This design comes from an exercise in tuning for small area, a short achievable clock period and few clock cycles on the open sky130 flow, not from production work.

Setup of before:
==> flow/design.v <==
module chipmunk
	#(parameter addrSize = 12)
	(input clk,
	 input reset,
	 input [addrSize-1:0] startPC,
	 input [7:0] dataBus,
	 output [7:0] dataBusWrite,
	 output [addrSize-1:0] addrBus,
	 output weMem,
	 output done);
	localparam [3:0] F  = 4'd0,  O1 = 4'd1,  O2 = 4'd2,  IX = 4'd3,
	                 P1 = 4'd4,  P2 = 4'd5,  M  = 4'd6,  W  = 4'd7,
	                 PL = 4'd8,  R1 = 4'd9,  R2 = 4'd10, BD = 4'd11,
	                 C1 = 4'd12, C2 = 4'd13, T  = 4'd14;
	reg [7:0] aReg, xReg, yReg;
	reg [5:0] spReg;
	reg nFlag, cFlag;
	reg [7:0] zVal;               
	wire zFlag = (zVal == 8'd0);
	reg [3:0] st;
	reg [11:0] ar;                
	reg [11:0] pc;                
	reg [7:0] ir;                 
	reg irValid;
	reg [7:0] dr;                 
	reg [3:0] hr;                 
	reg wr;                       
	reg finished;
	assign addrBus = ar;
	assign weMem = !wr;
	assign done = finished;
	wire [5:0] f = ir[7:2];
	wire [1:0] ss = ir[1:0];
	wire iStack = f[5:3] == 3'b110;
	wire iPush  = iStack && !f[0];
	wire iBr    = f[5:3] == 3'b111;
	wire iBsr   = f == 6'h39;
	wire iRmw   = f[5:3] == 3'b011 && f[0];
	wire iMem   = !f[5] && f[0] && f != 6'h07;       
	wire iSt    = f == 6'h21 || f == 6'h23 || f == 6'h25;
	wire iLdy   = f == 6'h28;
	wire iSty   = f == 6'h29;
	wire useY   = (iLdy || iSty) && ss != 2'b11;
	wire taken = !f[2] ? (!f[1] || (f[0] == nFlag)) :
	             (!f[1] ? (f[0] == zFlag) : (f[0] == cFlag));
	wire [5:0] bf = dataBus[7:2];
	wire [1:0] bs = dataBus[1:0];
	wire bStack = bf[5:3] == 3'b110;
	wire bRts   = bf == 6'h27;
	wire bMem   = !bf[5] && bf[0] && bf != 6'h07;
	wire bSt    = bf == 6'h21 || bf == 6'h23 || bf == 6'h25 || bf == 6'h29;
	wire bBr    = bf[5:3] == 3'b111;
	wire [11:0] arInc = ar + 1'b1;
	wire [11:0] spA   = {6'b000111, spReg};
	wire [5:0]  spInc = spReg + 1'b1;
	wire [5:0]  spDec = spReg - 1'b1;
	wire [11:0] spAInc = {6'b000111, spInc};
	wire [11:0] spADec = {6'b000111, spDec};
	wire [7:0] idx = useY ? yReg : xReg;
	wire [11:0] ixSum = {hr, dr} + {4'b0, idx};
	wire [11:0] relT = pc + {{4{dr[7]}}, dr};
	wire [7:0] drInc = dr + 1'b1;
	reg [3:0] stN;
	reg [11:0] arN;
	always @* begin
		stN = F;
		arN = arInc;
		case (st)
			F: begin
				if (bRts) begin stN = R1; arN = spAInc; end
				else if (bStack && !bf[0]) begin stN = W; arN = spA; end
				else if (bStack) begin stN = PL; arN = spAInc; end
				else if (bs != 2'b00) stN = O1;
				else if (bMem) begin stN = M; arN = 12'd0; end
				else if (bSt) begin stN = W; arN = 12'd0; end
				else if (bBr) stN = BD;
			end
			O1: begin
				if (ss[1]) stN = O2;
				else if (iMem) begin stN = M; arN = {4'b0, dataBus}; end
				else if (iSt) begin stN = W; arN = {4'b0, dataBus}; end
				else if (iLdy || iSty) begin stN = P1; arN = {4'b0, dataBus}; end
				else if (iBr && taken) begin
					if (iBsr) begin stN = C1; arN = spA; end
					else stN = T;
				end
			end
			O2: begin
				if (ss[0]) begin
					if (iMem || iSt || iSty || (iBr && taken)) stN = IX;
				end else begin
					if (iMem) begin stN = M; arN = {dataBus[3:0], dr}; end
					else if (iSt) begin stN = W; arN = {dataBus[3:0], dr}; end
					else if (iLdy || iSty) stN = IX;
					else if (iBr && taken) begin
						if (iBsr) begin stN = C1; arN = spA; end
						else arN = {dataBus[3:0], dr};
					end
				end
			end
			IX: begin
				arN = ixSum;
				if (iMem || iLdy) stN = M;
				else if (iSt || iSty) stN = W;
				else if (iBsr) begin stN = C1; arN = spA; end
			end
			P1: begin stN = P2; arN = {4'b0, drInc}; end
			P2: stN = IX;
			M: begin
				if (iRmw) begin stN = W; arN = ar; end
				else arN = pc;
			end
			W, PL: arN = pc;
			R1: begin stN = R2; arN = spAInc; end
			R2: arN = {hr, dataBus};
			BD: begin
				if (!taken) arN = pc;
				else if (iBsr) begin stN = C1; arN = spA; end
				else arN = {hr, dr};
			end
			C1: begin stN = C2; arN = spADec; end
			C2: begin
				if (ss == 2'b01) stN = T;
				else arN = {hr, dr};
			end
			T: arN = relT;
			default: ;
		endcase
	end
	always @(posedge clk) begin
		if (!reset) begin
			st <= F;
			ar <= startPC;
			wr <= 1'b0;
		end else begin
			st <= stN;
			ar <= arN;
			wr <= stN == W || stN == C1 || stN == C2;
		end
	end
	always @(posedge clk) begin
		if (!reset)
			finished <= 1'b0;
		else if (st == F && dataBus == 8'h83)
			finished <= 1'b1;
	end
	always @(posedge clk) begin
		if (!reset)
			irValid <= 1'b0;
		else if (st == F)
			irValid <= 1'b1;
	end
	always @(posedge clk)
		if (st == F || st == O1 || st == O2)
			pc <= arInc;
	always @(posedge clk) begin
		if (!reset)
			spReg <= 6'd63;
		else if ((st == F && (bRts || (bStack && bf[0]))) || st == R1)
			spReg <= spInc;
		else if ((st == W && iPush) || st == C1 || st == C2)
			spReg <= spDec;
	end
	always @(posedge clk) begin
		case (st)
			F: begin
				ir <= dataBus;
				dr <= {7'b0, bf[5:3] == 3'b101 && bf[2:1] != 2'b00};
				hr <= 4'b0;
			end
			O1: dr <= dataBus;
			O2: hr <= dataBus[3:0];
			IX: {hr, dr} <= ixSum;
			P1: dr <= dataBus;
			P2: hr <= dataBus[3:0];
			M:  dr <= dataBus + ((f == 6'h1D) ? 8'h01 : (f == 6'h1F) ? 8'hff : 8'h00);
			PL: dr <= dataBus;
			R1: hr <= dataBus[3:0];
			default: ;
		endcase
	end
	wire aluUseX = f == 6'h16 || f == 6'h17 || f == 6'h2C || f == 6'h2D;
	wire aluUseY = f == 6'h1C || f == 6'h2E || f == 6'h2F;
	wire doCmp   = f[5:2] == 4'b0101 || f == 6'h1C;
	wire useAdd  = f[5:3] == 3'b001;
	wire useInc  = f[5:3] == 3'b101 && f[2:1] != 2'b00;
	wire sub     = doCmp || (useAdd && f[1]) || (f[5:3] == 3'b101 && f[0]);
	wire useC    = f[5:2] == 4'b0011;
	wire [7:0] aluL = aluUseX ? xReg : (aluUseY ? yReg : aReg);
	wire [7:0] aluR = sub ? ~dr : dr;
	wire aluCin = useC ? cFlag : sub;
	wire [8:0] sum = {1'b0, aluL} + {1'b0, aluR} + {8'b0, aluCin};
	wire [7:0] bitRes = f[1] ? (aReg ^ dr) : ~(aReg | dr);
	wire [7:0] shL = f[0] ? dr : aReg;
	wire shIn = f[0] && cFlag;
	wire [7:0] shRes = f[1] ? {shIn, shL[7:1]} : {shL[6:0], shIn};
	wire shC = f[1] ? shL[0] : shL[7];
	wire ex = st == F && irValid;
	always @(posedge clk) begin
		if (ex) begin
			if (f[5:1] == 5'b00000 || f == 6'h28 || f == 6'h33)
				aReg <= dr;
			else if (useAdd || f[5:1] == 5'b10101)
				aReg <= sum[7:0];
			else if (f[5:2] == 4'b0100)
				aReg <= bitRes;
			else if (f == 6'h18 || f == 6'h1A)
				aReg <= shRes;
			else if (f == 6'h24 || f == 6'h26)
				aReg <= xReg;
		end
	end
	always @(posedge clk) begin
		if (ex) begin
			if (f[5:1] == 5'b00001 || f == 6'h35)
				xReg <= dr;
			else if (f[5:1] == 5'b10110)
				xReg <= sum[7:0];
			else if (f == 6'h22 || f == 6'h26)
				xReg <= aReg;
		end
	end
	always @(posedge clk) begin
		if (ex) begin
			if (f[5:1] == 5'b00010 || f == 6'h37)
				yReg <= dr;
			else if (f[5:1] == 5'b10111)
				yReg <= sum[7:0];
		end
	end
	always @(posedge clk) begin
		if (ex) begin
			if (f[5:1] == 5'b00011)
				cFlag <= f[0];
			else if (useAdd || doCmp || useInc) begin
				nFlag <= sum[7];
				zVal <= sum[7:0];
				if (useAdd || doCmp)
					cFlag <= sum[8];
			end else if (f[5:2] == 4'b0100) begin
				nFlag <= bitRes[7];
				zVal <= bitRes;
			end else if (f[5:2] == 4'b0110) begin
				nFlag <= shRes[7];
				zVal <= shRes;
				cFlag <= shC;
			end else if (f[5:1] == 5'b00000 || f[5:1] == 5'b00001 || f[5:1] == 5'b00010 ||
			             f == 6'h1D || f == 6'h1F) begin
				nFlag <= dr[7];
				zVal <= dr;
			end else if (f == 6'h31) begin
				nFlag <= dr[2];
				zVal <= {7'b0, !dr[1]};
				cFlag <= dr[0];
			end
		end
	end
	reg [7:0] wd;
	always @* begin
		if (st == C1)
			wd = pc[7:0];
		else if (st == C2)
			wd = {4'b0, pc[11:8]};
		else if (iStack)
			case (f[2:1])
				2'b00: wd = {5'b0, nFlag, zFlag, cFlag};
				2'b01: wd = aReg;
				2'b10: wd = xReg;
				default: wd = yReg;
			endcase
		else if (f == 6'h19 || f == 6'h1B)
			wd = shRes;
		else if (f == 6'h1D || f == 6'h1F)
			wd = dr;
		else if (f == 6'h23)
			wd = xReg;
		else if (f == 6'h25)
			wd = yReg;
		else
			wd = aReg;
	end
	assign dataBusWrite = wd;
endmodule
make LEC_CHECK=0 ABC_CLOCK_PERIOD_IN_PS=2000 CAP_MARGIN=20 CORE_MARGIN=2 CORE_UTILIZATION=40 SETUP_SLACK_MARGIN=2.7 SLEW_MARGIN=20 finish   # period 5.0 ns
run.sh (not shown) runs the stock make flow with config.mk's settings and CLKGATE_MAP_FILE= SYNTH_SCRIPT=/design/flow/synth_recipe.tcl, a recipe that flattens the netlist after the stock synthesis.
Modified inputs, after compared to before
- SETUP_SLACK_MARGIN removed (was 2.7)
- ABC_CLOCK_PERIOD_IN_PS removed (was 2000)
[summary]
As of after, first-pass GRT wire length had fallen by a little under 10% compared to before.
after reports its most frequent standard cell in the layout excluding fill and tap cells as nor2_1 while before reports buf_4.
The transition at the pin with the smallest max-transition slack of after is higher than that of before.
Looking at post-route worst setup slack across both flows, after is the weaker of the two, with before ahead.
after ends up with a endpoint required time on the critical path that is 1110 ps lower than in before.
Number of standard cells in the layout, taps in and fillers out for after: 8.4% down relative to before
Function was not checked in any run of this note: the RTL went through the layout flow alone.

[afterwards: timing with drivers on the ports]
Ports are ideal in the flow. The routed layouts listed here were re-timed in OpenROAD. Step 1 assumes that a clkbuf_16 drives the clock port and a buf_2 every other input. Step 2 moves the port delays by t, midway between the first and last clock arrival at a register: inputs arrive t later, outputs are due t later. That takes back most of the time a late clock gives input paths. Three values: ideal ports, drivers, drivers and shift; two values: the first two.
run	shift t [ns]	setup WS [ns]	latest minus earliest clock arrival (ns)	slew at the worst register clock pin (ns)	pins driven straight from the clock port
before	0.407	1.448 / 1.410 / 1.448	0.014 / 0.014	0.08 / 0.08	1
after	0.410	0.236 / 0.192 / 0.455	0.014 / 0.013	0.08 / 0.08	1
After both steps setup and hold are still met in every run listed.
